Source: an optimization exercise on an open RTL-to-GDS flow (aim: small area, a short achievable clock period and few clock cycles per item). Production flows keep margins and buffers that such runs may drop. RTL that was checked went through simulation tests only; none was proved equivalent to the original. Only the layout flow was run in runs 2 and 3; the RTL was not checked for function there. Power and IR drop assume default switching activity.

### flow/design.v
module SQRTLOG #(parameter NBITS = 20, M = 10, N = 10)
              (input logic clock, reset,
               input logic [1:0] op,
               input logic [NBITS-1:0] data_in,
               output logic done,
               output logic [NBITS-1:0] data_out);
  logic [16:0] w;
  logic [9:0]  f;
  logic [4:0]  ext;
  logic [16:0] r;
  assign f   = w[9:0];
  assign ext = w[14:10];
  assign r   = w;
  logic [1:0]  pr;      
  logic [1:0]  opr;     
  logic [3:0]  cnt;     
  logic [19:0] n16, n8, n4, n2, n1;
  logic [4:0]  lz;
  always_comb begin
    lz[4] = ~|data_in[19:4];
    n16   = lz[4] ? {data_in[3:0], 16'd0} : data_in;
    lz[3] = ~|n16[19:12];
    n8    = lz[3] ? {n16[11:0], 8'd0} : n16;
    lz[2] = ~|n8[19:16];
    n4    = lz[2] ? {n8[15:0], 4'd0} : n8;
    lz[1] = ~|n4[19:18];
    n2    = lz[1] ? {n4[17:0], 2'd0} : n4;
    lz[0] = ~n2[19];
    n1    = lz[0] ? {n2[18:0], 1'b0} : n2;
  end
  logic [9:0] f0;
  assign f0 = n1[18:9];                         
  logic [4:0] lzp;
  always_comb begin
    lzp = 5'd31;
    for (int i = 0; i < 20; i++)
      if (data_in[i]) lzp = 5'(19 - i);
  end
  logic [24:0] a0;
  logic [13:0] t308, t710;
  logic [14:0] te;
  always_comb begin
    case (lzp)
      5'd0: begin te = 15'h0009; t308 = 14'h0ad4; t710 = 14'h18f6; end
      5'd1: begin te = 15'h0008; t308 = 14'h09a0; t710 = 14'h1630; end
      5'd2: begin te = 15'h0007; t308 = 14'h086c; t710 = 14'h136a; end
      5'd3: begin te = 15'h0006; t308 = 14'h0738; t710 = 14'h10a4; end
      5'd4: begin te = 15'h0005; t308 = 14'h0604; t710 = 14'h0dde; end
      5'd5: begin te = 15'h0004; t308 = 14'h04d0; t710 = 14'h0b18; end
      5'd6: begin te = 15'h0003; t308 = 14'h039c; t710 = 14'h0852; end
      5'd7: begin te = 15'h0002; t308 = 14'h0268; t710 = 14'h058c; end
      5'd8: begin te = 15'h0001; t308 = 14'h0134; t710 = 14'h02c6; end
      5'd9: begin te = 15'h0000; t308 = 14'h0000; t710 = 14'h0000; end
      5'd10: begin te = 15'h7fff; t308 = 14'h3ecc; t710 = 14'h3d3a; end
      5'd11: begin te = 15'h7ffe; t308 = 14'h3d98; t710 = 14'h3a74; end
      5'd12: begin te = 15'h7ffd; t308 = 14'h3c64; t710 = 14'h37ae; end
      5'd13: begin te = 15'h7ffc; t308 = 14'h3b30; t710 = 14'h34e8; end
      5'd14: begin te = 15'h7ffb; t308 = 14'h39fc; t710 = 14'h3222; end
      5'd15: begin te = 15'h7ffa; t308 = 14'h38c8; t710 = 14'h2f5c; end
      5'd16: begin te = 15'h7ff9; t308 = 14'h3794; t710 = 14'h2c96; end
      5'd17: begin te = 15'h7ff8; t308 = 14'h3660; t710 = 14'h29d0; end
      5'd18: begin te = 15'h7ff7; t308 = 14'h352c; t710 = 14'h270a; end
      5'd19: begin te = 15'h7ff6; t308 = 14'h33f8; t710 = 14'h2444; end
      default: begin te = 'x; t308 = 'x; t710 = 'x; end
    endcase
    case (op)
      2'd2:    a0 = {{11{t308[13]}}, t308};
      2'd3:    a0 = {{11{t710[13]}}, t710};
      default: a0 = {te, 10'd0};
    endcase
  end
  logic [21:0] dx;
  logic [3:0]  top4;
  logic [1:0]  pr0;
  logic [3:0]  cnt_sq0;
  logic [16:0] r0;
  logic [19:0] q0;
  logic        nz;
  assign dx = {data_in, 2'b00};                 
  always_comb begin
    top4 = '0; pr0 = '0; cnt_sq0 = 4'd3;
    for (int k = 0; k < 10; k++)
      if (data_in[2*k+1 -: 2] != 2'b00) begin
        top4    = dx[2*k+3 -: 4];
        pr0     = (k >= 2) ? dx[2*k-1 -: 2] : 2'b00;
        cnt_sq0 = 4'(3 + k);
      end
  end
  assign nz   = |data_in;
  logic [4:0] rq;
  always_comb begin
    case (top4)
      4'd0: rq = 5'bxxxxx;
      4'd1: rq = 5'bxxxxx;
      4'd2: rq = 5'bxxxxx;
      4'd3: rq = 5'bxxxxx;
      4'd4: rq = 5'd0;
      4'd5: rq = 5'd2;
      4'd6: rq = 5'd4;
      4'd7: rq = 5'd6;
      4'd8: rq = 5'd8;
      4'd9: rq = 5'd1;
      4'd10: rq = 5'd3;
      4'd11: rq = 5'd5;
      4'd12: rq = 5'd7;
      4'd13: rq = 5'd9;
      4'd14: rq = 5'd11;
      4'd15: rq = 5'd13;
    endcase
    r0 = nz ? {13'd0, rq[4:1]} : 17'd0;
    q0 = nz ? {18'd0, 1'b1, rq[0]} : 20'd0;
  end
  logic [16:0] rn;
  logic        qb;
  assign rn = {r[14:0], pr} + {data_out[14:0] ^ {15{~r[16]}}, 2'b11};
  assign qb = ~rn[16];
  logic [1:0] prn;
  always_comb begin
    prn = 2'b00;
    for (int j = 5; j < 15; j++)
      if (cnt == 4'(j + 1)) prn = data_in[2*j-9 -: 2];
  end
  logic        b, b0;
  logic [11:0] s;
  logic [9:0]  fn;
  assign b  = f >= 10'd425;
  assign b0 = b ? (f >= 10'd699) : (f >= 10'd195);
  sqstep u_sq (.f(f), .s(s));
  assign fn = b ? {s[11], s[9:1]} : s[9:0];
  logic [9:0] kk;
  logic       k10;
  assign kk  = (opr == 2'd2) ? 10'd308 : (opr == 2'd3) ? 10'd710 : 10'd0;
  assign k10 = (opr == 2'd1);
  function automatic logic [24:0] addk(input logic [24:0] a);
    logic [10:0] c;
    logic        ci;
    logic [24:0] y;
    c[0] = 1'b0;
    for (int i = 0; i < 10; i++) begin
      y[i]   = a[i] ^ kk[i] ^ c[i];
      c[i+1] = kk[i] ? (a[i] | c[i]) : (a[i] & c[i]);
    end
    ci = c[10] | k10;
    for (int i = 10; i < 25; i++)
      y[i] = a[i] ^ (ci & (&(a[24:10] | (15'h7fff << (i - 10)))));
    addk = y;
  endfunction
  logic [24:0] a2, an, a4, af;
  assign a2 = {ext[3:0], data_out, 1'b0};
  assign an = b ? addk(a2) : a2;
  assign a4 = {an[23:0], 1'b0};
  assign af = b0 ? addk(a4) : a4;
  always_ff @(posedge clock) begin
    if (reset) begin
      done <= (op != 2'd0) && (f0 == 10'd0);
      pr   <= pr0;
      opr  <= op;
      if (op == 2'd0) begin
        w        <= r0;
        data_out <= q0;
        cnt      <= cnt_sq0;
      end else begin
        w        <= {2'b00, a0[24:20], f0};
        data_out <= a0[19:0];
        cnt      <= 4'd8;
      end
    end else begin
      cnt <= cnt - 4'd1;
      pr  <= prn;
      if (opr == 2'd0)
        w <= rn;
      else
        w <= {2'b00, an[24:20], fn};
      if (!done) begin
        if (cnt == 4'd0) done <= 1'b1;
        if (opr == 2'd0)
          data_out <= {data_out[18:0], qb};
        else if (cnt == 4'd0)
          data_out <= {{5{af[24]}}, af[24:10]};
        else
          data_out <= an[19:0];
      end
    end
  end
endmodule
module sqstep (input logic [9:0] f, output logic [11:0] s);
  logic t1;
  logic t2;
  logic t3;
  logic t4;
  logic t5;
  logic t6;
  logic t7;
  logic t8;
  logic t9;
  logic t10;
  logic t11;
  logic t12;
  logic t13;
  logic t14;
  logic t15;
  logic t16;
  logic t17;
  logic t18;
  logic t19;
  logic t20;
  logic t21;
  logic t22;
  logic t23;
  logic t24;
  logic t25;
  logic t26;
  logic t27;
  logic t28;
  logic t29;
  logic t30;
  logic t31;
  logic t32;
  logic t33;
  logic t34;
  logic t35;
  logic t36;
  logic t37;
  logic t38;
  logic t39;
  logic t40;
  logic t41;
  logic t42;
  logic t43;
  logic t44;
  logic t45;
  logic t46;
  logic t47;
  logic t48;
  logic t49;
  logic t50;
  logic t51;
  logic t52;
  logic t53;
  logic t54;
  logic t55;
  logic t56;
  logic t57;
  logic t58;
  logic t59;
  logic t60;
  logic t61;
  logic t62;
  logic t63;
  logic t64;
  logic t65;
  logic t66;
  logic t67;
  logic t68;
  logic t69;
  logic t70;
  logic t71;
  logic t72;
  assign t1 = (f[0] & f[7]) ^ (f[1] & f[6]);
  assign t2 = (f[0] & f[7]) & (f[1] & f[6]);
  assign t3 = (f[0] & f[8]) ^ (f[1] & f[7]);
  assign t4 = (f[0] & f[8]) & (f[1] & f[7]);
  assign t5 = (f[0] & f[9]) ^ (f[1] & f[8]) ^ (f[2] & f[7]);
  assign t6 = ((f[0] & f[9]) & (f[1] & f[8])) | ((f[0] & f[9]) & (f[2] & f[7])) | ((f[1] & f[8]) & (f[2] & f[7]));
  assign t7 = (f[3] & f[6]) ^ (f[4] & f[5]);
  assign t8 = (f[3] & f[6]) & (f[4] & f[5]);
  assign t9 = f[0] ^ (f[1] & f[9]) ^ (f[2] & f[8]);
  assign t10 = (f[0] & (f[1] & f[9])) | (f[0] & (f[2] & f[8])) | ((f[1] & f[9]) & (f[2] & f[8]));
  assign t11 = (f[3] & f[7]) ^ (f[4] & f[6]);
  assign t12 = (f[3] & f[7]) & (f[4] & f[6]);
  assign t13 = f[1] ^ (f[2] & f[9]) ^ (f[3] & f[8]);
  assign t14 = (f[1] & (f[2] & f[9])) | (f[1] & (f[3] & f[8])) | ((f[2] & f[9]) & (f[3] & f[8]));
  assign t15 = (f[4] & f[7]) ^ (f[5] & f[6]) ^ f[6];
  assign t16 = ((f[4] & f[7]) & (f[5] & f[6])) | ((f[4] & f[7]) & f[6]) | ((f[5] & f[6]) & f[6]);
  assign t17 = f[2] ^ (f[3] & f[9]) ^ (f[4] & f[8]);
  assign t18 = (f[2] & (f[3] & f[9])) | (f[2] & (f[4] & f[8])) | ((f[3] & f[9]) & (f[4] & f[8]));
  assign t19 = f[3] ^ (f[4] & f[9]) ^ (f[5] & f[8]);
  assign t20 = (f[3] & (f[4] & f[9])) | (f[3] & (f[5] & f[8])) | ((f[4] & f[9]) & (f[5] & f[8]));
  assign t21 = (f[0] & f[5]) ^ (f[1] & f[4]);
  assign t22 = (f[0] & f[5]) & (f[1] & f[4]);
  assign t23 = (f[0] & f[6]) ^ (f[1] & f[5]);
  assign t24 = (f[0] & f[6]) & (f[1] & f[5]);
  assign t25 = t1 ^ (f[2] & f[5]) ^ (f[3] & f[4]);
  assign t26 = (t1 & (f[2] & f[5])) | (t1 & (f[3] & f[4])) | ((f[2] & f[5]) & (f[3] & f[4]));
  assign t27 = t3 ^ (f[2] & f[6]) ^ (f[3] & f[5]);
  assign t28 = (t3 & (f[2] & f[6])) | (t3 & (f[3] & f[5])) | ((f[2] & f[6]) & (f[3] & f[5]));
  assign t29 = t5 ^ t7 ^ f[5];
  assign t30 = (t5 & t7) | (t5 & f[5]) | (t7 & f[5]);
  assign t31 = t9 ^ t11 ^ t6;
  assign t32 = (t9 & t11) | (t9 & t6) | (t11 & t6);
  assign t33 = t13 ^ t15 ^ t10;
  assign t34 = (t13 & t15) | (t13 & t10) | (t15 & t10);
  assign t35 = t17 ^ (f[5] & f[7]) ^ t14;
  assign t36 = (t17 & (f[5] & f[7])) | (t17 & t14) | ((f[5] & f[7]) & t14);
  assign t37 = t19 ^ (f[6] & f[7]) ^ f[7];
  assign t38 = (t19 & (f[6] & f[7])) | (t19 & f[7]) | ((f[6] & f[7]) & f[7]);
  assign t39 = f[4] ^ (f[5] & f[9]) ^ (f[6] & f[8]);
  assign t40 = (f[4] & (f[5] & f[9])) | (f[4] & (f[6] & f[8])) | ((f[5] & f[9]) & (f[6] & f[8]));
  assign t41 = f[5] ^ (f[6] & f[9]) ^ (f[7] & f[8]);
  assign t42 = (f[5] & (f[6] & f[9])) | (f[5] & (f[7] & f[8])) | ((f[6] & f[9]) & (f[7] & f[8]));
  assign t43 = (f[0] & f[3]) ^ (f[1] & f[2]);
  assign t44 = (f[0] & f[3]) & (f[1] & f[2]);
  assign t45 = (f[0] & f[4]) ^ (f[1] & f[3]);
  assign t46 = (f[0] & f[4]) & (f[1] & f[3]);
  assign t47 = t21 ^ (f[2] & f[3]) ^ f[3];
  assign t48 = (t21 & (f[2] & f[3])) | (t21 & f[3]) | ((f[2] & f[3]) & f[3]);
  assign t49 = t23 ^ (f[2] & f[4]) ^ t22;
  assign t50 = (t23 & (f[2] & f[4])) | (t23 & t22) | ((f[2] & f[4]) & t22);
  assign t51 = t25 ^ f[4] ^ t24;
  assign t52 = (t25 & f[4]) | (t25 & t24) | (f[4] & t24);
  assign t53 = t27 ^ t2 ^ t26;
  assign t54 = (t27 & t2) | (t27 & t26) | (t2 & t26);
  assign t55 = t29 ^ t4 ^ t28;
  assign t56 = (t29 & t4) | (t29 & t28) | (t4 & t28);
  assign t57 = t31 ^ t8 ^ t30;
  assign t58 = (t31 & t8) | (t31 & t30) | (t8 & t30);
  assign t59 = t33 ^ t12 ^ t32;
  assign t60 = (t33 & t12) | (t33 & t32) | (t12 & t32);
  assign t61 = t35 ^ t16 ^ t34;
  assign t62 = (t35 & t16) | (t35 & t34) | (t16 & t34);
  assign t63 = t37 ^ t18 ^ t36;
  assign t64 = (t37 & t18) | (t37 & t36) | (t18 & t36);
  assign t65 = t39 ^ t20 ^ t38;
  assign t66 = (t39 & t20) | (t39 & t38) | (t20 & t38);
  assign t67 = t41 ^ f[8] ^ t40;
  assign t68 = (t41 & f[8]) | (t41 & t40) | (f[8] & t40);
  assign t69 = f[6] ^ (f[7] & f[9]) ^ t42;
  assign t70 = (f[6] & (f[7] & f[9])) | (f[6] & t42) | ((f[7] & f[9]) & t42);
  assign t71 = f[7] ^ (f[8] & f[9]) ^ f[9];
  assign t72 = (f[7] & (f[8] & f[9])) | (f[7] & f[9]) | ((f[8] & f[9]) & f[9]);
  logic [20:0] ra, rb;
  logic [21:0] sum;
  assign ra = {f[9], f[8], t71, t69, t67, t65, t63, t61, t59, t57, t55, t53, t51, t49, t47, t45, t43, (f[0] & f[2]), (f[0] & f[1]), 1'b0, f[0]};
  assign rb = {1'b0, t72, t70, t68, t66, t64, t62, t60, t58, t56, t54, t52, t50, t48, t46, t44, f[2], 1'b0, f[1], 1'b0, 1'b0};
  assign sum = ra + rb;
  assign s = sum[21:10];
endmodule
### flow/constraint.sdc
create_clock -name core_clock -period 8.0 [get_ports {clock}]
set_input_delay 1.6000 -clock core_clock [delete_from_list [all_inputs] [get_ports {clock}]]
set_output_delay 1.6000 -clock core_clock [all_outputs]
set_load 0.01 [all_outputs]
### flow/config.mk
export PLATFORM = sky130hd
export DESIGN_NAME = SQRTLOG
export DESIGN_NICKNAME = SQRTLOG
export VERILOG_FILES = /design/flow/design.v
export SDC_FILE = /design/flow/constraint.sdc
export NUM_CORES = 4
export LEC_CHECK = 0
export CAP_MARGIN = 0
export CORE_MARGIN = 2
export CORE_UTILIZATION = 40
export SETUP_SLACK_MARGIN = 3.5
export SLEW_MARGIN = 0
### flow/run.sh
#!/bin/bash
# synth_recipe.tcl (not shown) runs the flow's synth.tcl, then flattens the netlist and writes it again
# the make line also repeats each setting of config.mk as NAME=value (left out here)
make -C /OpenROAD-flow-scripts/flow DESIGN_CONFIG=/design/flow/config.mk WORK_HOME=/design/flow/orfs CLKGATE_MAP_FILE= SYNTH_SCRIPT=/design/flow/synth_recipe.tcl finish
==> results of run 1 <==
-- metrics by stage --
step,hold WS [ps],utilization
after global routing,593.2,0.4667
after detailed placement,543.4,0.4255
final,547.6,0.4668
after global placement,540.5,0.4255
after CTS,553.8,0.4491
after floorplan,494.5,-
-- cell usage in the layout (no fill, tap or decap), types with 7 or more instances in the layout --
master	instances
sky130_fd_sc_hd__nand2_1	115
sky130_fd_sc_hd__a21oi_1	95
sky130_fd_sc_hd__o21ai_0	89
sky130_fd_sc_hd__nor2_1	88
sky130_fd_sc_hd__ha_1	60
sky130_fd_sc_hd__inv_1	56
sky130_fd_sc_hd__buf_4	56
sky130_fd_sc_hd__xnor2_1	39
sky130_fd_sc_hd__and2_1	37
sky130_fd_sc_hd__nand3_1	34
sky130_fd_sc_hd__nor3_1	29
sky130_fd_sc_hd__clkdlybuf4s50_1	24
sky130_fd_sc_hd__o211ai_1	23
sky130_fd_sc_hd__mux2i_1	23
sky130_fd_sc_hd__fa_1	23
sky130_fd_sc_hd__edfxtp_1	22
sky130_fd_sc_hd__xor2_1	20
sky130_fd_sc_hd__o22ai_1	15
sky130_fd_sc_hd__nand2b_1	14
sky130_fd_sc_hd__o21a_1	14
sky130_fd_sc_hd__a31oi_1	14
sky130_fd_sc_hd__nand4_1	13
sky130_fd_sc_hd__dfxtp_1	13
sky130_fd_sc_hd__or3_1	11
sky130_fd_sc_hd__a221oi_1	10
sky130_fd_sc_hd__o31ai_1	10
sky130_fd_sc_hd__dfxtp_4	10
sky130_fd_sc_hd__a22oi_1	9
sky130_fd_sc_hd__o221ai_1	9
sky130_fd_sc_hd__nor2b_1	9
sky130_fd_sc_hd__dlymetal6s2s_1	9
sky130_fd_sc_hd__and3_1	8
sky130_fd_sc_hd__a211oi_1	8
sky130_fd_sc_hd__a21o_1	8
sky130_fd_sc_hd__clkbuf_2	8
sky130_fd_sc_hd__or2_2	7
sky130_fd_sc_hd__nor4_1	7
-- cells by family (layout without fill, tap and decap cells) --
group	count (synthesis)	count (layout)	synth area share
other	0	1	0
xor gates and xnor gates	61	61	0.06225
AOI/OAI and AO/OA	394	394	0.3008
DFF	45	45	0.1306
buffers and inverters	178	171	0.08748
and+or+nand+nor	417	418	0.2388
muxes	26	26	0.03076
adders and majority gates	88	88	0.1493
-- power by group through the flow --
stage	clock network [W]	registers, W	logic, W
floorplan	0	0.000413	0.00275
global placement	0	0.000623	0.00317
detailed placement	0	0.000626	0.00318
CTS	0.000241	0.000596	0.00334
global route	0.000249	0.000594	0.00411
finish	0.000242	0.000578	0.00367
-- cell type report --
| cell class | instances | area, µm² |
|---|---|---|
| flip-flops and latches | 45 | 1159 |
| repair inverters | 2 | 12.51 |
| multi-input cells | 987 | 7043 |
| clock inverters | 2 | 33.78 |
| fillers | 2093 | 11210 |
| repair buffers | 101 | 850.8 |
| clock buffers | 6 | 128.9 |
| diodes | 1 | 2.502 |
| well taps | 275 | 344.1 |
| inverters | 60 | 239.0 |
-- state kept, by name, summed over array words and instances, names as in the netlist --
signal and flops:
cnt 4, data_out 20, done 1, opr 2, pr 2, w 16
-- worst max-delay path, stage by stage --
cell,delay [ps]
sky130_fd_sc_hd__dlygate4sd2_1,520
sky130_fd_sc_hd__or2_2,280
sky130_fd_sc_hd__a21oi_1,80
sky130_fd_sc_hd__o31a_1,340
sky130_fd_sc_hd__o21ai_4,270
sky130_fd_sc_hd__buf_4,230
sky130_fd_sc_hd__ha_1,230
sky130_fd_sc_hd__nor2_1,70
sky130_fd_sc_hd__a2111oi_1,390
sky130_fd_sc_hd__nor2_1,80
sky130_fd_sc_hd__a22oi_1,180
sky130_fd_sc_hd__o2bb2ai_1,90
-- timing repair --
| item | 4_1_cts | 5_1_grt |
|---|---|---|
| gates cloned | 2 | 1 |
| endpoints found under the setup margin | 37 | 33 |
| gates resized for setup | 61 | 68 |
| pin swaps | 2 | 12 |
| setup buffers | 20 | 25 |
-- worst max path at each step --
stage,from,end,slack [ps],depth (start not counted)
3_5_place_dp,data_in[6],done,2260,12
3_3_place_gp,data_in[6],done,2050,12
2_1_floorplan,w[8],w[8],3500,20
5_1_grt,data_in[11],data_out[6],3480,12
6_report,data_in[11],data_out[6],3680,12
4_1_cts,data_in[16],w[2],3440,10
-- layer usage --
metal / wire [µm] / up-vias / GRT usage
met5: 0 / - / 0
met4: 565 / 0 / 0.05519
met3: 2378 / 51 / 0.04242
met2: 12590 / 402 / 0.3809
met1: 13420 / 4295 / 0.3738
li1: - / 4377 / -
==> Implementation_results.wiki, run 1 <==
{| class="wikitable"
! Metric !! Value
|-
| CTS tree || yes
|-
| DRC violation total after the first TritonRoute iteration || between 900 and 1000
|-
| CTS Hold Bufs || 0
|-
| Hold Path Origin || cnt[0]
|-
| Switching pwr || 0.002300 W
|-
| Register-to-register setup slack || between 3000 and 4000 ps
|-
| Number of distinct standard cells referenced by the synthesized netlist || 82
|-
| Floorplan Core Area || 21020 µm²
|-
| Number of synthesized register bits || 45
|-
| Die width || about 150 µm
|-
| Final sum of negative setup slack || 0 ps
|-
| Cell taking the most area after synthesis || sky130_fd_sc_hd__ha_1
|-
| Post-synthesis async set-or-reset flop share || 0
|-
| DP Worst Slack || between 2000 and 2500 ps
|-
| Number of vias after detailed routing || between 9000 and 10000
|-
| Source-to-sink clock delay at the later pin of the worst-skew pair || around 300 ps
|-
| Fraction of post-synthesis cell area in the top cell type by area || 0.09331
|-
| I/O Buffers || 44
|-
| Slew at the pin closest to its max-slew limit || between 1000 and 1500 ps
|-
| Cell count after placement || around 1400
|-
| Number of cells traversed by the worst register-to-register path || 17
|-
| Switching power share of the total || 0.5119
|-
| Arrival time of the worst setup path || 4360 ps
|-
| Req. time, crit path || 8040 ps
|-
| Sequential Power Share || 0.129
|-
| Vias in the first global route || between 8000 and 9000
|-
| Mapped Nets || 1321
|-
| Worst hold stages || 1
|-
| Final Instance Count excl. Fillers || ~1500
|-
| Number of CTS-inserted buffers || 5
|-
| Crit path setup slack, layout || 3675 ps
|-
| Sort of element at the end of the critical path || register
|-
| Cell area after layout || between 9000 and 10000 µm²
|-
| Per-cell via count in the routed design || 6.170
|-
| Iteration count of the initial detailed-routing pass || 5
|-
| DPL Wire Length || roughly 20000 µm
|-
| GRT Overall Usage || 0.2521
|-
| # rows || 53
|-
| Number of warnings reported in the yosys synthesis log || 1
|-
| Synthesized area || 8582 µm²
|-
| Layout area overhead || 14.35%
|-
| Part of the total power dissipated in combinational logic || 0.818
|-
| Terminus of the critical flop-to-flop path || w[8]
|-
| Top cells by instance count after synthesis || sky130_fd_sc_hd__nand2_1 (116), sky130_fd_sc_hd__nor2_1 (98), sky130_fd_sc_hd__a21oi_1 (96)
|-
| Die Area || about 23000 µm²
|-
| Ranking of synthesized cells by area || sky130_fd_sc_hd__ha_1 (9.3%), sky130_fd_sc_hd__edfxtp_1 (7.7%), sky130_fd_sc_hd__a21oi_1 (5.6%)
|-
| Total cell area at the placement stage || roughly 9000 µm²
|-
| Placer congestion estimate || about 0.93
|-
| Number of flops mapped to enable cells by yosys || 22
|-
| Fraction of final layout cells with drive strength greater than 1 || 0.1255
|-
| Period utilisation layout || 0.5406
|-
| Initial Utilization || 0.4082
|-
| Final #Nets || ~1300
|-
| Sinks on Clock Net || 45
|-
| Aggregate global routing overflow || 0
|-
| Aggregate routed wire length || between 20000 and 30000 µm
|-
| Max-Cap Viols || 0
|-
| Result of the run || no timing/DRC/antenna violations
|-
| Top flip-flop cell by instance count after synthesis || sky130_fd_sc_hd__dfxtp_1
|-
| PwrDens || roughly 460 nW/µm²
|-
| Worst Hold Class || reg2reg
|-
| Hold worst-path end || cnt[0]
|-
| Final setup vio count || 0
|-
| Pin count of the biggest net entering global routing || a little over 40
|-
| Clock skew || approximately 8 ps
|-
| Total leakage power || between 3 and 4 nW
|-
| H-tree level count || 2
|-
| Critical-path maximum fanout || 9
|-
| Achievable frequency || between 200 and 250 MHz
|-
| Setup CP Type || in2reg
|-
| Most used standard cell by instance count after synthesis || sky130_fd_sc_hd__nand2_1
|-
| Launching point of the worst reg2reg path || w[1]
|-
| Number of remaining DRC errors || 0
|-
| Total Power Consumption || roughly 0.0045 W
|-
| RSZ-0062 raised after global routing || false
|-
| Worst slew margin relative to its limit || 0.2898
|-
| Clock transition at path regs || about 70 ps
|-
| Root buf cell || sky130_fd_sc_hd__clkbuf_16
|-
| Synth Area per Inst || approximately 7.1 µm²
|-
| Shortest period the worst path allows || approximately 4300 ps
|-
| First-pass GRT wire length || 45750 µm
|-
| Worst voltage drop across the vdd grid || 0.0003350 V
|-
| Wire length per cell after detailed routing || 19.57 µm
|-
| Total count of hold-check failures in the final report || 0
|-
| Number of top-level pins || 45
|-
| Height of the die || ~150 µm
|-
| Type of element launching the critical path || input pin
|-
| Number of antenna violations at the first check in global routing || 1
|-
| Number of slew-limit violations in the final report || 0
|-
| Number of antenna-violating nets in the routed design || 0
|-
| Post-synthesis cell count || 1209
|-
| Clock buffer depth || 2
|-
| Part of the total power dissipated in the clock network || 0.054
|-
| Cell Int Power || around 0.0022 W
|-
| Register area share after synthesis || 0.1306
|}
Testbench counts, summed over its fixed seeds: cycles 17,952, ops 1,920.
==> run 2: changes to the inputs <==
--- a/flow/design.v
+++ b/flow/design.v
@@ -329,9 +329,12 @@
   assign t71 = f[7] ^ (f[8] & f[9]) ^ f[9];
   assign t72 = (f[7] & (f[8] & f[9])) | (f[7] & f[9]) | ((f[8] & f[9]) & f[9]);
   logic [20:0] ra, rb;
-  logic [21:0] sum;
   assign ra = {f[9], f[8], t71, t69, t67, t65, t63, t61, t59, t57, t55, t53, t51, t49, t47, t45, t43, (f[0] & f[2]), (f[0] & f[1]), 1'b0, f[0]};
   assign rb = {1'b0, t72, t70, t68, t66, t64, t62, t60, t58, t56, t54, t52, t50, t48, t46, t44, f[2], 1'b0, f[1], 1'b0, 1'b0};
-  assign sum = ra + rb;
-  assign s = sum[21:10];
+  logic [10:0] lo;
+  logic [11:0] hi0, hi1;
+  assign lo  = {1'b0, ra[9:0]} + {1'b0, rb[9:0]};
+  assign hi0 = {1'b0, ra[20:10]} + {1'b0, rb[20:10]};
+  assign hi1 = {1'b0, ra[20:10]} + {1'b0, rb[20:10]} + 12'd1;
+  assign s   = lo[10] ? hi1 : hi0;
 endmodule
--- a/flow/config.mk
+++ b/flow/config.mk
@@ -5,8 +5,8 @@
 export SDC_FILE = /design/flow/constraint.sdc
 export NUM_CORES = 4
 export LEC_CHECK = 0
-export CAP_MARGIN = 0
+export CAP_MARGIN = 20
 export CORE_MARGIN = 2
 export CORE_UTILIZATION = 40
 export SETUP_SLACK_MARGIN = 3.5
-export SLEW_MARGIN = 0
+export SLEW_MARGIN = 20
==> Implementation_results.wiki, run 2 <==
{| class="wikitable"
! Metric !! Value
|-
| Result of the run || no timing/DRC/antenna violations
|-
| Fraction of post-synthesis cell area in the top cell type by area || 0.09536
|-
| Setup CP Type || reg2reg
|-
| Number of antenna violations at the first check in global routing || 0
|-
| Top library cells by usage in the layout, fill and taps aside || sky130_fd_sc_hd__nor2_1 (104), sky130_fd_sc_hd__nand2_1 (102), sky130_fd_sc_hd__a21oi_1 (86)
|-
| Shortest period the worst path allows || 4450 ps
|-
| Initial Utilization || 0.4070
|-
| Part of the total power dissipated in combinational logic || 0.840
|-
| Flip-flop count of the largest register, all copies and words added || 20
|-
| I/O Buffers || 44
|-
| Sort of element at the end of the critical path || register
|-
| DRC violation total after the first TritonRoute iteration || between 700 and 800
|-
| Slowest stage cell, crit path || sky130_fd_sc_hd__fa_2
|-
| Worst hold stages || 1
|-
| Source-to-sink clock delay at the later pin of the worst-skew pair || 300 ps
|-
| Synthesized area || roughly 8500 µm²
|-
| Height of the die || around 150 µm
|-
| Top flip-flop cell by instance count after synthesis || sky130_fd_sc_hd__dfxtp_1
|-
| Floorplan Core Area || approximately 21000 µm²
|-
| Number of warnings reported in the yosys synthesis log || 1
|-
| Req. time, crit path || just over 8000 ps
|-
| Clock transition at path regs || 70 ps
|-
| Top cells by instance count after synthesis || sky130_fd_sc_hd__nor2_1 (111), sky130_fd_sc_hd__nand2_1 (106), sky130_fd_sc_hd__a21oi_1 (93)
|-
| Vias in the first global route || approximately 8500
|-
| H-tree level count || 2
|-
| Clock skew || 8.776 ps
|-
| Number of cells traversed by the worst register-to-register path || 19
|-
| Total leakage power || between 3 and 4 nW
|-
| Max-Cap Viols || 0
|-
| Final setup vio count || 0
|-
| Worst Hold Class || reg2reg
|-
| Part of the total power dissipated in the clock network || 0.049
|-
| Antenna diode count || 0
|-
| Number of CTS-inserted buffers || 5
|-
| Final #Nets || approximately 1300
|-
| Period utilisation layout || 0.5563
|-
| Cells along the critical path || buf_12 > and2_4 > fa_1 > inv_2 > fa_1 > inv_1 > fa_2 > ha_4 > a21o_1 > a21oi_2 > buf_4 > xnor2_2 > nand2_2 > nor3_2 > buf_4 > nand4_1 > xnor2_2 > mux2i_1 > o221ai_1
|-
| Aggregate routed wire length || ~29000 µm
|-
| Sinks on Clock Net || 45
|-
| Worst voltage drop across the vdd grid || 0.0004402 V
|-
| Hold worst-path end || cnt[0]
|-
| Root buf cell || sky130_fd_sc_hd__clkbuf_16
|-
| Worst slew margin relative to its limit || 0.3380
|-
| Sum of buffers and inverters on the critical path || 5
|-
| PwrDens || 515.7 nW/µm²
|-
| Most used standard cell by instance count after synthesis || sky130_fd_sc_hd__nor2_1
|-
| Register with the most flip-flops || data_out
|-
| Switching power share of the total || 0.5305
|-
| # rows || between 50 and 60
|-
| Layout area overhead || 14.20%
|-
| Clock buffer depth || 2
|-
| Placer congestion estimate || 0.9171
|-
| Register-to-register setup slack || around 3500 ps
|-
| Registers with the highest flip-flop counts || data_out: 20 flops, w: 16 flops, cnt: 4 flops
|-
| Per-cell via count in the routed design || 6.176
|-
| First-pass GRT wire length || between 40000 and 50000 µm
|-
| Number of synthesized register bits || 45
|-
| Final sum of negative setup slack || 0 ps
|-
| Fraction of final layout cells with drive strength greater than 1 || 0.1437
|-
| CP max stage delay || 550 ps
|-
| Synth Area per Inst || 7.209 µm²
|-
| Cell family with the largest share of critical-path delay || adder cells
|-
| Number of remaining DRC errors || 0
|-
| Total cell area at the placement stage || 8907 µm²
|-
| Post-synthesis async set-or-reset flop share || 0
|-
| Post-synthesis cell count || between 1000 and 1500
|-
| Aggregate global routing overflow || 0
|-
| Iteration count of the initial detailed-routing pass || 8
|-
| Number of antenna-violating nets in the routed design || 0
|-
| Type of element launching the critical path || register
|-
| Die width || 150.0 µm
|-
| Sequential Power Share || 0.111
|-
| Number of vias after detailed routing || between 9000 and 10000
|-
| RSZ-0062 raised after global routing || true
|-
| Cell Int Power || about 0.0024 W
|-
| Total count of hold-check failures in the final report || 0
|-
| Highest layer used for signal routing || met4
|-
| Arrival time of the worst setup path || roughly 4600 ps
|-
| Hold Path Origin || cnt[0]
|-
| Number of flops mapped to enable cells by yosys || 22
|-
| Number of top-level pins || 45
|-
| Slew at the pin closest to its max-slew limit || 990.6 ps
|-
| Cell area after layout || ~10000 µm²
|-
| Wire length per cell after detailed routing || 19.62 µm
|-
| Cell taking the most area after synthesis || sky130_fd_sc_hd__ha_1
|-
| GRT Overall Usage || 0.2521
|-
| Number of distinct standard cells referenced by the synthesized netlist || just under 80
|-
| CTS tree || yes
|-
| DPL Wire Length || around 20000 µm
|-
| Register area share after synthesis || 0.1315
|-
| Ranking of synthesized cells by area || sky130_fd_sc_hd__ha_1 (9.5%), sky130_fd_sc_hd__edfxtp_1 (7.7%), sky130_fd_sc_hd__fa_1 (5.9%)
|-
| Launching point of the worst reg2reg path || w[8]
|-
| Met3 wire length || between 2000 and 2500 µm
|-
| Number of slew-limit violations in the final report || 0
|-
| Routed wire length on met2 || 12910 µm
|-
| Achievable frequency || 224.7 MHz
|-
| Pin count of the biggest net entering global routing || 42
|-
| CTS Hold Bufs || 0
|-
| Terminus of the critical flop-to-flop path || w[8]
|-
| Switching pwr || approximately 0.0027 W
|-
| Mapped Nets || between 1000 and 1500
|-
| Leading cell type in the layout, fill and taps excluded || sky130_fd_sc_hd__nor2_1
|-
| DRT met1 WL || 13010 µm
|-
| Die Area || between 20000 and 25000 µm²
|-
| Critical-path maximum fanout || 6
|}
[run 2: cell count changes in the layout (fill, tap and decap cells not counted), sizes merged, moves of 8 or more]
| cell | delta |
|---|---|
| nand2 | -10 |
| nor2 | +12 |
| nand3 | -14 |
| o21a | -8 |
| xnor2 | +8 |
[run 2: power groups by stage]
stage / registers, W / logic, W / clock network (W)
final: 0.000556 / 0.00422 / 0.000246
after global routing: 0.000573 / 0.00466 / 0.000254
after CTS: 0.000562 / 0.00381 / 0.000246
after detailed placement: 0.000580 / 0.00345 / 0
after global placement: 0.000578 / 0.00340 / 0
after floorplan: 0.000409 / 0.00283 / 0
[run 2: logic make-up after synthesis]
logic type / count (synthesis) / share of synthesized area
simple gates: 401 / 0.2302
flops: 45 / 0.1315
xor+xnor: 73 / 0.07497
fa+ha+maj: 91 / 0.1557
compound gates: 386 / 0.3005
mux: 18 / 0.02186
buf+inv: 169 / 0.08539
[run 2: metal layers]
metal / GRT usage / vias up
met4: 0.06981 / 0
met2: 0.4050 / 419
li1: - / 4300
met3: 0.02622 / 74
met1: 0.3580 / 4255
met5: 0 / -
[run 2: repair_timing]
| item | CTS | global route |
|---|---|---|
| buffers inserted | 30 | 21 |
| pin swaps | 12 | 20 |
| gates resized for setup | 75 | 58 |
| endpoints found under the hold margin | 0 | 0 |
| gates cloned | 2 | 1 |
| setup endpoints to repair | 37 | 27 |
[run 2: through the flow]
stage          setup slack (ps)  hold slack (ps)  instances    util  power (W)
2_1_floorplan              3465            494.7       1183       -   0.003238
3_3_place_gp               1800            517.3       1403  0.4251   0.003982
3_5_place_dp               1870            524.9       1403  0.4251   0.004025
4_1_cts                    3458            542.4       1443  0.4543   0.004620
5_1_grt                    3367            588.4       1465  0.4648   0.005489
6_report                   3550            540.2       1465  0.4648   0.005023
[run 2: layout make-up]
| cell class | instances | area [µm²] |
|---|---|---|
| Tap cell | 275 | 344.1 |
| Inverter | 57 | 226.5 |
| Clock inverter | 3 | 41.29 |
| Sequential cell | 45 | 1156 |
| Clock buffer | 5 | 125.1 |
| Timing Repair Buffer | 109 | 873.3 |
| Fill cell | 2160 | 11220 |
| Multi-Input combinational cell | 969 | 6963 |
| Timing Repair inverter | 2 | 10.01 |
[run 2: worst max-delay path by stage]
stage | startpoint | end | slack (ps) | cells past startpoint
after floorplan | w[2] | w[6] | 3460 | 18
after global placement | data_in[4] | data_out[10] | 1800 | 17
after detailed placement | data_in[4] | data_out[10] | 1870 | 17
after CTS | data_in[14] | data_out[10] | 3460 | 15
after global routing | w[7] | w[6] | 3370 | 19
final | w[8] | w[8] | 3550 | 19
==> run 3: changes to the inputs <==
--- a/flow/design.v
+++ b/flow/design.v
@@ -30,17 +30,11 @@
   end
   logic [9:0] f0;
   assign f0 = n1[18:9];                         
-  logic [4:0] lzp;
-  always_comb begin
-    lzp = 5'd31;
-    for (int i = 0; i < 20; i++)
-      if (data_in[i]) lzp = 5'(19 - i);
-  end
   logic [24:0] a0;
   logic [13:0] t308, t710;
   logic [14:0] te;
   always_comb begin
-    case (lzp)
+    case (lz)
       5'd0: begin te = 15'h0009; t308 = 14'h0ad4; t710 = 14'h18f6; end
       5'd1: begin te = 15'h0008; t308 = 14'h09a0; t710 = 14'h1630; end
       5'd2: begin te = 15'h0007; t308 = 14'h086c; t710 = 14'h136a; end
@@ -69,24 +63,16 @@
       default: a0 = {te, 10'd0};
     endcase
   end
-  logic [21:0] dx;
   logic [3:0]  top4;
   logic [1:0]  pr0;
   logic [3:0]  cnt_sq0;
   logic [16:0] r0;
   logic [19:0] q0;
   logic        nz;
-  assign dx = {data_in, 2'b00};                 
-  always_comb begin
-    top4 = '0; pr0 = '0; cnt_sq0 = 4'd3;
-    for (int k = 0; k < 10; k++)
-      if (data_in[2*k+1 -: 2] != 2'b00) begin
-        top4    = dx[2*k+3 -: 4];
-        pr0     = (k >= 2) ? dx[2*k-1 -: 2] : 2'b00;
-        cnt_sq0 = 4'(3 + k);
-      end
-  end
-  assign nz   = |data_in;
+  assign top4    = n2[19:16];
+  assign pr0     = n2[15:14];
+  assign cnt_sq0 = 4'd12 - {1'b0, lz[4:2], lz[1]};
+  assign nz      = |n2[19:18];
   logic [4:0] rq;
   always_comb begin
     case (top4)
@@ -329,12 +315,9 @@
   assign t71 = f[7] ^ (f[8] & f[9]) ^ f[9];
   assign t72 = (f[7] & (f[8] & f[9])) | (f[7] & f[9]) | ((f[8] & f[9]) & f[9]);
   logic [20:0] ra, rb;
+  logic [21:0] sum;
   assign ra = {f[9], f[8], t71, t69, t67, t65, t63, t61, t59, t57, t55, t53, t51, t49, t47, t45, t43, (f[0] & f[2]), (f[0] & f[1]), 1'b0, f[0]};
   assign rb = {1'b0, t72, t70, t68, t66, t64, t62, t60, t58, t56, t54, t52, t50, t48, t46, t44, f[2], 1'b0, f[1], 1'b0, 1'b0};
-  logic [10:0] lo;
-  logic [11:0] hi0, hi1;
-  assign lo  = {1'b0, ra[9:0]} + {1'b0, rb[9:0]};
-  assign hi0 = {1'b0, ra[20:10]} + {1'b0, rb[20:10]};
-  assign hi1 = {1'b0, ra[20:10]} + {1'b0, rb[20:10]} + 12'd1;
-  assign s   = lo[10] ? hi1 : hi0;
+  assign sum = ra + rb;
+  assign s = sum[21:10];
 endmodule
==> Implementation_results.wiki, run 3 <==
{| class="wikitable"
! Metric !! Value
|-
| Result of the run || no timing/DRC/antenna violations
|-
| DRC violation total after the first TritonRoute iteration || 1032
|-
| Number of vias after detailed routing || around 9000
|-
| Wire length per cell after detailed routing || about 21 µm
|-
| DPL Wire Length || approximately 20000 µm
|-
| Pin count of the biggest net entering global routing || 42
|-
| Synth Area per Inst || around 7.3 µm²
|-
| Final #Nets || about 1300
|-
| Most used standard cell by instance count after synthesis || sky130_fd_sc_hd__nor2_1
|-
| Cell taking the most area after synthesis || sky130_fd_sc_hd__ha_1
|-
| Achievable frequency || approximately 230 MHz
|-
| Aggregate global routing overflow || 0
|-
| Worst Hold Class || reg2reg
|-
| Synthesized area || roughly 8300 µm²
|-
| H-tree level count || 2
|-
| Critical-path maximum fanout || 8
|-
| Top cells by instance count after synthesis || sky130_fd_sc_hd__nor2_1 (110), sky130_fd_sc_hd__nand2_1 (100), sky130_fd_sc_hd__a21oi_1 (97)
|-
| Ranking of synthesized cells by area || sky130_fd_sc_hd__ha_1 (8.8%), sky130_fd_sc_hd__edfxtp_1 (8.0%), sky130_fd_sc_hd__a21oi_1 (5.9%)
|-
| Max-Cap Viols || 0
|-
| Registers with the highest flip-flop counts || data_out: 20 flops, w: 16 flops, cnt: 4 flops
|-
| # rows || 52
|-
| Leading cell type in the layout, fill and taps excluded || sky130_fd_sc_hd__nor2_1
|-
| Adder-cell share of the synthesized area || 0.1460
|-
| Number of synthesized register bits || 45
|-
| Req. time, crit path || 8070 ps
|-
| Number of warnings reported in the yosys synthesis log || 1
|-
| Total leakage power || 3.791 nW
|-
| GRT Overall Usage || 0.2640
|-
| Fraction of post-synthesis cell area in the top cell type by area || 0.08781
|-
| CTS Hold Bufs || 0
|-
| Aggregate routed wire length || a little under 30000 µm
|-
| Worst hold slack across all endpoints || between 500 and 600 ps
|-
| Worst slew margin relative to its limit || 0.3801
|-
| Layout area overhead || 18.23%
|-
| Vias in the first global route || 8545
|-
| Number of antenna-violating nets in the routed design || 0
|-
| Fraction of final layout cells with drive strength greater than 1 || 0.1719
|-
| Number of remaining DRC errors || 0
|-
| Main combinational cell family by area after synthesis || compound AO/OA/AOI/OAI gates
|-
| Post-synthesis async set-or-reset flop share || 0
|-
| I/O Buffers || between 40 and 50
|-
| Slowest stage cell, crit path || sky130_fd_sc_hd__or4_4
|-
| Fraction of synthesized area in multiplexers || 0.02453
|-
| Arrival time of the worst setup path || 4490 ps
|-
| Crit-path most repeated cell || sky130_fd_sc_hd__nor2_1
|-
| Worst hold stages || 1
|-
| Cells along the critical path || buf_2 > or4_4 > nor4_4 > a21oi_2 > a311o_2 > a211oi_4 > buf_6 > nor2_1 > nor2_1 > o32ai_1 > a221o_1 > o211a_1
|-
| Die width || 147.7 µm
|-
| Antenna diode count || 0
|-
| Number of distinct standard cells referenced by the synthesized netlist || 85
|-
| Xor-xnor portion of the synthesized cell area || 0.06571
|-
| Source-to-sink clock delay at the later pin of the worst-skew pair || approximately 310 ps
|-
| Top flip-flop cell by instance count after synthesis || sky130_fd_sc_hd__dfxtp_1
|-
| Sinks on Clock Net || 45
|-
| Post-Synth Simple-Gate Area || 0.2345
|-
| Total count of hold-check failures in the final report || 0
|-
| Final setup vio count || 0
|-
| Final sum of negative setup slack || 0 ps
|-
| Height of the die || approximately 150 µm
|-
| Compound-gate portion of the synthesized area || 0.3131
|-
| CP max stage delay || 600 ps
|-
| CTS tree || yes
|-
| Shortest period the worst path allows || roughly 4400 ps
|-
| Number of antenna violations at the first check in global routing || 0
|-
| Slew at the pin closest to its max-slew limit || roughly 930 ps
|-
| Number of top-level pins || 45
|-
| Number of slew-limit violations in the final report || 0
|-
| Root buf cell || sky130_fd_sc_hd__clkbuf_16
|-
| Floorplan Core Area || 20230 µm²
|-
| Initial Utilization || 0.4084
|-
| Clock buffer depth || 2
|-
| Per-cell via count in the routed design || around 6.4
|-
| Register area share after synthesis || 0.1357
|-
| Placer congestion estimate || 0.9355
|-
| Type of element launching the critical path || input pin
|-
| Flip-flop count of the largest register, all copies and words added || 20
|-
| Clock skew || approximately 11 ps
|-
| Sort of element at the end of the critical path || register
|-
| Number of cells traversed by the worst register-to-register path || 14
|-
| Setup CP Type || in2reg
|-
| Period utilisation layout || 0.5523
|-
| RSZ-0062 raised after global routing || false
|-
| Mapped Nets || approximately 1200
|-
| Iteration count of the initial detailed-routing pass || 6
|-
| Number of CTS-inserted buffers || 5
|-
| Die Area || around 22000 µm²
|-
| Register with the most flip-flops || data_out
|-
| Count of fill cells added during filler insertion || roughly 2000
|-
| PwrDens || about 440 nW/µm²
|-
| Post-synthesis cell count || ~1100
|-
| Top library cells by usage in the layout, fill and taps aside || sky130_fd_sc_hd__nor2_1 (105), sky130_fd_sc_hd__nand2_1 (95), sky130_fd_sc_hd__a21oi_1 (85)
|-
| First-pass GRT wire length || 46520 µm
|-
| Clock transition at path regs || about 80 ps
|-
| Worst voltage drop across the vdd grid || 0.0002863 V
|-
| Number of flops mapped to enable cells by yosys || 22
|}
run 3: changes by cell type in the layout (fill, tap and decap cells not counted), sizes merged, moves of 7 or more:
| cell | previous run | this run |
|---|---|---|
| ha | 65 | 58 |
| or3 | 4 | 14 |
| and2 | 45 | 37 |
| buf | 64 | 57 |
| xnor2 | 48 | 40 |
| o21ai | 94 | 75 |
run 3: area by class of cell:
type	instances	area (µm²)	share of cell area
well taps	270	337.8	0.03458
clock inverters	3	46.29	0.004738
repair inverters	1	3.754	0.0003842
clock buffers	5	125.1	0.01281
multi-input cells	942	7083	0.7249
inverters	56	221.5	0.02267
repair buffers	100	808.3	0.08273
flip-flops and latches	45	1145	0.1172
run 3: where the power goes:
group	internal, W	switching, W
sequential	0.000339	0.000249
combinational	0.00150	0.00196
clock	0.000148	0.000109
run 3: repair_timing:
| action | CTS | global route |
|---|---|---|
| pin swaps | 19 | 25 |
| gates resized for setup | 84 | 88 |
| gates cloned | 3 | 0 |
| setup buffers | 28 | 18 |
| endpoints found under the setup margin | 39 | 36 |
run 3: metrics by stage:
step	cell area, µm²	setup WS [ps]	cells	utilization	power (W)
2_1_floorplan	8300	3450	1139	-	0.003020
6_report	9771	3581	1422	0.4829	0.004302
3_3_place_gp	8711	1758	1365	0.4305	0.003743
5_1_grt	9771	3483	1422	0.4829	0.004754
3_5_place_dp	8711	1648	1365	0.4305	0.003766
4_1_cts	9413	3502	1404	0.4652	0.004105
run 3: cell families (layout without fill, tap and decap cells):
logic type      Yosys count  after routing
compound gates          383            383
fa+ha+maj                82             82
xor+xnor                 62             62
flops                    45             45
buf+inv                 154            165
mux                      19             19
simple gates            394            396
run 3: worst paths after layout:
check         startpoint          end  slack (ps)
max          data_in[15]  data_out[7]        3580
min               cnt[0]       cnt[0]         570
max reg2reg         w[8]         w[8]        3720
min reg2reg       cnt[0]       cnt[0]         570
run 3: metal layers:
metal | track usage | up-vias | routed length [µm]
li1 | - | 4195 | -
met5 | 0 | - | 0
met1 | 0.3626 | 4359 | 12900
met3 | 0.03086 | 73 | 2053
met4 | 0.09087 | 0 | 901
met2 | 0.4300 | 428 | 13590
run 3: critical path: cells and delay by family:
family,cells,cell delay (ps)
AOI/OAI and AO/OA,6,1420
buffers and inverters,2,340
and+or+nand+nor,4,1130
==> run 4: changes to the inputs <==
--- a/flow/design.v
+++ b/flow/design.v
@@ -30,11 +30,17 @@
   end
   logic [9:0] f0;
   assign f0 = n1[18:9];                         
+  logic [4:0] lzp;
+  always_comb begin
+    lzp = 5'd31;
+    for (int i = 0; i < 20; i++)
+      if (data_in[i]) lzp = 5'(19 - i);
+  end
   logic [24:0] a0;
   logic [13:0] t308, t710;
   logic [14:0] te;
   always_comb begin
-    case (lz)
+    case (lzp)
       5'd0: begin te = 15'h0009; t308 = 14'h0ad4; t710 = 14'h18f6; end
       5'd1: begin te = 15'h0008; t308 = 14'h09a0; t710 = 14'h1630; end
       5'd2: begin te = 15'h0007; t308 = 14'h086c; t710 = 14'h136a; end
--- a/flow/config.mk
+++ b/flow/config.mk
@@ -10,3 +10,4 @@
 export CORE_UTILIZATION = 40
 export SETUP_SLACK_MARGIN = 3.5
 export SLEW_MARGIN = 20
+export TNS_END_PERCENT = 10
==> Implementation_results.wiki, run 4 <==
{| class="wikitable"
! Metric !! Value
|-
| Adder-cell share of the synthesized area || 0.1538
|-
| RSZ-0062 raised after global routing || true
|-
| Number of slew-limit violations in the final report || 0
|-
| Number of distinct standard cells referenced by the synthesized netlist || 95
|-
| Floorplan Core Area || approximately 20000 µm²
|-
| Height of the die || about 150 µm
|-
| I/O Buffers || 44
|-
| Number of antenna violations at the first check in global routing || 0
|-
| Leading cell type in the layout, fill and taps excluded || sky130_fd_sc_hd__nand2_1
|-
| H-tree level count || 2
|-
| Register area share after synthesis || 0.1346
|-
| Achievable frequency || between 200 and 250 MHz
|-
| Placer congestion estimate || about 0.95
|-
| Die width || between 100 and 150 µm
|-
| Worst voltage drop across the vdd grid || ~0.00030 V
|-
| Register-to-register setup slack || 3630 ps
|-
| Number of remaining DRC errors || 0
|-
| Number of vias after detailed routing || between 8000 and 9000
|-
| Result of the run || no timing/DRC/antenna violations
|-
| Antenna diode count || 0
|-
| Number of CTS-inserted buffers || 5
|-
| Vias in the first global route || 7859
|-
| Number of cells traversed by the worst register-to-register path || 17
|-
| Pin count of the biggest net entering global routing || 40
|-
| Synth Area per Inst || 7.296 µm²
|-
| DPL Wire Length || between 15000 and 20000 µm
|-
| Clock transition at path regs || approximately 70 ps
|-
| Number of top-level pins || 45
|-
| Synthesized area || 8332 µm²
|-
| Post-synthesis cell count || roughly 1100
|-
| Most used standard cell by instance count after synthesis || sky130_fd_sc_hd__a21oi_1
|-
| PwrDens || 451.0 nW/µm²
|-
| Slew at the pin closest to its max-slew limit || 1086 ps
|-
| GRT Overall Usage || 0.2390
|-
| Mapped Nets || approximately 1300
|-
| Number of flops mapped to enable cells by yosys || 22
|-
| Worst slew margin relative to its limit || 0.2741
|-
| First-pass GRT wire length || roughly 43000 µm
|-
| Flip-flop count of the largest register, all copies and words added || 20
|-
| Launching point of the worst reg2reg path || opr[0]
|-
| Source-to-sink clock delay at the later pin of the worst-skew pair || approximately 300 ps
|-
| Worst Hold Class || reg2reg
|-
| Xor-xnor portion of the synthesized cell area || 0.06202
|-
| Total leakage power || between 3 and 4 nW
|-
| Fraction of final layout cells with drive strength greater than 1 || 0.1425
|-
| Top library cells by usage in the layout, fill and taps aside || sky130_fd_sc_hd__nand2_1 (105), sky130_fd_sc_hd__a21oi_1 (103), sky130_fd_sc_hd__nor2_1 (97)
|-
| Post-synthesis async set-or-reset flop share || 0
|-
| Shortest period the worst path allows || between 4000 and 5000 ps
|-
| Register with the most flip-flops || data_out
|-
| Clock buffer depth || 2
|-
| Hold Path Origin || done
|-
| Type of element launching the critical path || input pin
|-
| Die Area || between 20000 and 25000 µm²
|-
| Initial Utilization || 0.4091
|-
| Worst hold stages || 2
|-
| Final #Nets || roughly 1300
|-
| Number of antenna-violating nets in the routed design || 0
|-
| Total Power Consumption || around 0.0043 W
|-
| Final setup vio count || 0
|-
| Sinks on Clock Net || 45
|-
| Number of synthesized register bits || 45
|-
| Compound-gate portion of the synthesized area || 0.2910
|-
| CTS Hold Bufs || 0
|-
| Arrival time of the worst setup path || between 4000 and 5000 ps
|-
| Layout area overhead || 14.36%
|-
| Total count of hold-check failures in the final report || 0
|-
| Aggregate global routing overflow || 0
|-
| Cell count after placement || around 1400
|-
| Final sum of negative setup slack || 0 ps
|-
| Aggregate routed wire length || 26990 µm
|-
| Main combinational cell family by area after synthesis || compound AO/OA/AOI/OAI gates
|-
| Per-cell via count in the routed design || between 6 and 7
|-
| Period utilisation layout || 0.5559
|-
| Cell taking the most area after synthesis || sky130_fd_sc_hd__ha_1
|-
| CTS tree || yes
|-
| Ranking of synthesized cells by area || sky130_fd_sc_hd__ha_1 (9.6%), sky130_fd_sc_hd__edfxtp_1 (7.9%), sky130_fd_sc_hd__a21oi_1 (6.7%)
|-
| Terminus of the critical flop-to-flop path || data_out[6]
|-
| Registers with the highest flip-flop counts || data_out: 20 flops, w: 16 flops, cnt: 4 flops
|-
| DRC violation total after the first TritonRoute iteration || between 800 and 900
|-
| Sort of element at the end of the critical path || register
|-
| Top flip-flop cell by instance count after synthesis || sky130_fd_sc_hd__dfxtp_1
|-
| Hold worst-path end || done
|-
| Post-Synth Simple-Gate Area || 0.2421
|-
| Final Instance Count excl. Fillers || ~1400
|-
| Root buf cell || sky130_fd_sc_hd__clkbuf_16
|-
| Clock skew || ~8.4 ps
|-
| Max-Cap Viols || 0
|-
| Req. time, crit path || 8190 ps
|-
| # rows || 52
|-
| Iteration count of the initial detailed-routing pass || 5
|-
| Critical-path maximum fanout || 8
|-
| Top cells by instance count after synthesis || sky130_fd_sc_hd__a21oi_1 (112), sky130_fd_sc_hd__nand2_1 (106), sky130_fd_sc_hd__nor2_1 (98)
|-
| Fraction of synthesized area in multiplexers || 0.03064
|-
| Number of warnings reported in the yosys synthesis log || 1
|-
| Fraction of post-synthesis cell area in the top cell type by area || 0.09611
|-
| Setup CP Type || in2reg
|-
| Wire length per cell after detailed routing || ~19 µm
|}
run 4: through the flow:
| step | area (µm²) | setup WS (ps) | hold WS, ps | util |
|---|---|---|---|---|
| 2_1_floorplan | 8343 | 3462 | 495.0 | - |
| 3_3_place_gp | 8680 | 2022 | 553.0 | 0.4262 |
| 3_5_place_dp | 8680 | 2075 | 552.7 | 0.4262 |
| 4_1_cts | 9198 | 3416 | 564.5 | 0.4516 |
| 5_1_grt | 9528 | 3422 | 603.4 | 0.4679 |
| 6_report | 9528 | 3553 | 572.8 | 0.4679 |
run 4: critical path, cell delays in order:
cell,delay (ps)
sky130_fd_sc_hd__clkdlybuf4s15_2,280
sky130_fd_sc_hd__or4_4,590
sky130_fd_sc_hd__or2_4,280
sky130_fd_sc_hd__or2_4,270
sky130_fd_sc_hd__and3_1,160
sky130_fd_sc_hd__a21oi_1,150
sky130_fd_sc_hd__mux2i_1,140
sky130_fd_sc_hd__o21a_2,280
sky130_fd_sc_hd__ha_1,290
sky130_fd_sc_hd__nand2_1,40
sky130_fd_sc_hd__o211ai_1,120
sky130_fd_sc_hd__a21oi_1,100
sky130_fd_sc_hd__or3_1,340
run 4: worst max-delay path by stage:
| stage | to | depth (start not counted) | from |
|---|---|---|---|
| after floorplan | w[6] | 17 | w[7] |
| after global placement | w[1] | 12 | data_in[13] |
| after detailed placement | w[0] | 12 | data_in[19] |
| after CTS | w[6] | 16 | w[7] |
| after global routing | done | 12 | data_in[19] |
| final | w[1] | 13 | data_in[9] |
run 4: metal layers:
layer  up-vias  share of wire  routed length (µm)  global-route usage
met5         -              0                   0                   0
met4         0          0.020                 542             0.06190
met3        35          0.068                1846             0.02362
met2       338           0.45               12170              0.3762
met1      4155           0.46               12430              0.3503
li1       4166              -                   -                   -
run 4: kinds of logic (layout without fill, tap and decap cells):
family                   after synthesis  count (layout)
multiplexers                          25              25
AND/OR/NAND/NOR                      393             393
adder cells (fa/ha/maj)               88              88
AO/OA/AOI/OAI                        376             377
buffers and inverters                156             164
flip-flops                            45              45
XOR/XNOR                              59              59
run 4: layout make-up:
class / instances / area [µm²]
clock buffer: 7 / 163.9
clock inverter: 1 / 6.256
fill: 2038 / 10840
inverter: 52 / 203.9
multi-input combinational: 942 / 6797
sequential: 45 / 1154
tap: 270 / 337.8
timing repair buffer: 104 / 865.8
run 4: report_power, final:
group	total [W]	switching (W)	internal (W)
combinational	0.00348	0.00188	0.00160
sequential	0.000580	0.000233	0.000347
clock	0.000242	0.0000979	0.000144
total	0.00430	0.00221	0.00209
run 4: timing repair:
action,in CTS,in global routing
setup endpoints to repair,39,29
buffers inserted,21,29
gates resized for setup,67,51
pin swaps,9,15
gates cloned,0,1
Testbench counts of run 4, summed over its fixed seeds: cycles 17,952, ops 1,920.
==> run 5: changes to the inputs <==
--- a/flow/config.mk
+++ b/flow/config.mk
@@ -10,4 +10,3 @@
 export CORE_UTILIZATION = 40
 export SETUP_SLACK_MARGIN = 3.5
 export SLEW_MARGIN = 20
-export TNS_END_PERCENT = 10
==> Implementation_results.wiki, run 5 <==
{| class="wikitable"
! Metric !! Value
|-
| Result of the run || no timing/DRC/antenna violations
|-
| CTS Hold Bufs || 0
|-
| Placer congestion estimate || 0.9250
|-
| Register with the most flip-flops || data_out
|-
| Antenna diode count || 0
|-
| Number of warnings reported in the yosys synthesis log || 1
|-
| Flip-flop count of the largest register, all copies and words added || 20
|-
| Synth Area per Inst || 7.296 µm²
|-
| Max-Cap Viols || 0
|-
| Number of CTS-inserted buffers || 5
|-
| Per-cell via count in the routed design || ~6.1
|-
| H-tree level count || 2
|-
| Sort of element at the end of the critical path || register
|-
| Cell family with the largest share of critical-path delay || simple AND/OR/NAND/NOR gates
|-
| Hold Path Origin || done
|-
| Setup CP Type || in2reg
|-
| Top cells by instance count after synthesis || sky130_fd_sc_hd__a21oi_1 (112), sky130_fd_sc_hd__nand2_1 (106), sky130_fd_sc_hd__nor2_1 (98)
|-
| First-pass GRT wire length || around 43000 µm
|-
| Worst hold slack across all endpoints || ~560 ps
|-
| Total leakage power || between 3 and 4 nW
|-
| Top flip-flop cell by instance count after synthesis || sky130_fd_sc_hd__dfxtp_1
|-
| PwrDens || roughly 450 nW/µm²
|-
| Register area share after synthesis || 0.1346
|-
| Ranking of synthesized cells by area || sky130_fd_sc_hd__ha_1 (9.6%), sky130_fd_sc_hd__edfxtp_1 (7.9%), sky130_fd_sc_hd__a21oi_1 (6.7%)
|-
| DPL Wire Length || 18670 µm
|-
| Number of flops mapped to enable cells by yosys || 22
|-
| Crit path setup slack, layout || between 3000 and 4000 ps
|-
| Mapped Nets || ~1300
|-
| Arrival time of the worst setup path || between 4000 and 5000 ps
|-
| Total count of hold-check failures in the final report || 0
|-
| Wire length per cell after detailed routing || about 19 µm
|-
| Leading cell type in the layout, fill and taps excluded || sky130_fd_sc_hd__nand2_1
|-
| Pin count of the biggest net entering global routing || 40
|-
| Vias in the first global route || 7979
|-
| Floorplan Core Area || ~20000 µm²
|-
| Critical-path maximum fanout || 6
|-
| Registers with the highest flip-flop counts || data_out: 20 flops, w: 16 flops, cnt: 4 flops
|-
| Number of slew-limit violations in the final report || 0
|-
| I/O Buffers || 44
|-
| Achievable frequency || about 230 MHz
|-
| Number of antenna violations at the first check in global routing || 0
|-
| GRT Overall Usage || 0.2399
|-
| Number of antenna-violating nets in the routed design || 0
|-
| Die width || approximately 150 µm
|-
| Clock transition at path regs || 60 ps
|-
| Worst slew margin relative to its limit || 0.3052
|-
| Fraction of final layout cells with drive strength greater than 1 || 0.1560
|-
| Slew at the pin closest to its max-slew limit || slightly above 1000 ps
|-
| Clock skew || approximately 2.3 ps
|-
| Shortest period the worst path allows || around 4400 ps
|-
| Number of top-level pins || 45
|-
| # rows || between 50 and 60
|-
| Number of vias after detailed routing || between 8000 and 9000
|-
| RSZ-0062 raised after global routing || true
|-
| Cells along the critical path || clkbuf_2 > or4_4 > buf_4 > nor4_4 > o21ai_1 > o211ai_1 > nor2_1 > a211o_1 > o21a_2 > ha_1 > nand2_1 > o211ai_1 > a21oi_1 > or3_1
|-
| Slowest stage cell, crit path || sky130_fd_sc_hd__or4_4
|-
| Worst voltage drop across the vdd grid || around 0.00023 V
|-
| First element of the critical path || data_in[4]
|-
| CP max stage delay || ~600 ps
|-
| Crit-path most repeated cell || sky130_fd_sc_hd__o211ai_1
|-
| Final sum of negative setup slack || 0 ps
|-
| Register-to-register setup slack || 3670 ps
|-
| Levels on crit path || 14
|-
| Aggregate global routing overflow || 0
|-
| Synthesized area || between 8000 and 9000 µm²
|-
| Number of cells traversed by the worst register-to-register path || 16
|-
| Period utilisation layout || 0.5485
|-
| DP Worst Slack || between 2000 and 2500 ps
|-
| Aggregate routed wire length || ~27000 µm
|-
| Sinks on Clock Net || 45
|-
| Final setup vio count || 0
|-
| Launching point of the worst reg2reg path || w[7]
|-
| Sum of buffers and inverters on the critical path || 2
|-
| Worst setup path end || w[1]
|-
| Most used standard cell by instance count after synthesis || sky130_fd_sc_hd__a21oi_1
|-
| Initial Utilization || 0.4091
|-
| Post-synthesis async set-or-reset flop share || 0
|-
| Number of remaining DRC errors || 0
|-
| CTS tree || yes
|-
| Total Power Consumption || approximately 0.0043 W
|-
| DRC violation total after the first TritonRoute iteration || ~700
|-
| Die Area || roughly 22000 µm²
|-
| Iteration count of the initial detailed-routing pass || 5
|-
| Number of distinct standard cells referenced by the synthesized netlist || 95
|-
| Post-synthesis cell count || 1142
|-
| Root buf cell || sky130_fd_sc_hd__clkbuf_16
|-
| Height of the die || 148.3 µm
|-
| Layout area overhead || 15.12%
|-
| Req. time, crit path || between 8000 and 9000 ps
|-
| Terminus of the critical flop-to-flop path || w[6]
|-
| Fraction of post-synthesis cell area in the top cell type by area || 0.09611
|-
| Top library cells by usage in the layout, fill and taps aside || sky130_fd_sc_hd__nand2_1 (105), sky130_fd_sc_hd__a21oi_1 (101), sky130_fd_sc_hd__nor2_1 (96)
|-
| Cell taking the most area after synthesis || sky130_fd_sc_hd__ha_1
|-
| Clock buffer depth || 2
|-
| Number of synthesized register bits || 45
|-
| Worst Hold Class || reg2reg
|-
| Final #Nets || approximately 1300
|-
| Source-to-sink clock delay at the later pin of the worst-skew pair || a little under 300 ps
|-
| Type of element launching the critical path || input pin
|}
==> run 5: cell families (layout without fill, tap and decap cells) <==
family | Yosys count | in the layout | share of synthesized area
and+or+nand+nor | 393 | 393 | 0.2421
AOI/OAI and AO/OA | 376 | 377 | 0.2910
muxes | 25 | 25 | 0.03063
DFF | 45 | 45 | 0.1346
buffers and inverters | 156 | 167 | 0.08590
adders and majority gates | 88 | 88 | 0.1538
xor gates and xnor gates | 59 | 59 | 0.06202
==> run 5: where the power goes <==
part | total, W | internal [W] | leakage, nW | switching [W]
Sequential | 0.000563 | 0.000346 | 0.445 | 0.000217
Combinational | 0.00354 | 0.00162 | 3.22 | 0.00192
Clock | 0.000224 | 0.000133 | 0.0799 | 0.0000917
Total | 0.00433 | 0.00210 | 3.74 | 0.00222
==> run 5: final cells by class <==
type                       count  area, µm²
sequential                    45       1154
timing repair buffer         107      888.4
inverter                      52      210.2
fill                        2013      10770
multi-input combinational    942       6844
clock inverter                 1      5.005
tap                          270      337.8
clock buffer                   7      152.6
==> run 5: worst min-delay path, cell delays in order, from the launching register on <==
cell and delay (ps):
sky130_fd_sc_hd__dfxtp_1 350, sky130_fd_sc_hd__nor2_1 110, sky130_fd_sc_hd__o2bb2ai_1 60
==> run 5: repair_timing <==
action	4_1_cts	5_1_grt
resized for setup	76	62
setup buffers	33	18
cloned	0	2
hold endpoints to repair	0	0
pin swaps	12	21
setup endpoints to repair	39	30
==> run 5: worst min path at each step <==
stage             end  depth (start not counted)
2_1_floorplan  cnt[0]                          1
3_3_place_gp     done                          2
3_5_place_dp     done                          2
4_1_cts          done                          2
5_1_grt          done                          2
6_report         done                          2
==> run 5: stage by stage <==
step	std cells	util	area (µm²)
6_report	1424	0.4710	9592
5_1_grt	1424	0.4710	9592
4_1_cts	1404	0.4574	9315
3_5_place_dp	1363	0.4266	8687
3_3_place_gp	1363	0.4266	8687
2_1_floorplan	1142	-	8346
==> run 5: per-layer routing <==
metal  global-route usage  share of wire
met5                    0              0
met4              0.05714          0.019
met3              0.02485          0.072
met2               0.3863           0.45
met1               0.3457           0.46

==> separate check: timing with driven ports <==
No port has a modelled driver above. Below, the same layouts with a new extraction and two added sets of constraints. Step 1 sets driving cells, clkbuf_16 on the clock port and buf_2 on the other inputs (assumed; they add their load-dependent delay and slew). Step 2 moves the port delays by t, midway between the first and last clock arrival at a register: inputs arrive t later, outputs are due t later. That takes back most of the time a late clock gives input paths. Three values: no drivers, after step 1, after step 2; two values: the first two.
run | t, ns | setup WS [ns] | hold slack, ns | worst data-port slew with drivers (ns)
run 1 | 0.338 | 3.675 / 3.680 / 3.358 | 0.548 / 0.548 / 0.548 | 0.03
run 2 | 0.336 | 3.550 / 3.550 / 3.267 | 0.540 / 0.540 / 0.540 | 0.03
run 3 | 0.344 | 3.581 / 3.600 / 3.257 | 0.574 / 0.574 / 0.574 | 0.04
run 4 | 0.341 | 3.553 / 3.575 / 3.234 | 0.573 / 0.573 / 0.573 | 0.03
run 5 | 0.329 | 3.612 / 3.631 / 3.302 | 0.557 / 0.557 / 0.557 | 0.03
After both steps every run listed still meets setup and hold. The setup slack of run 3, which loses most, moves by +0.019 ns with the drivers and by -0.324 ns with both steps.
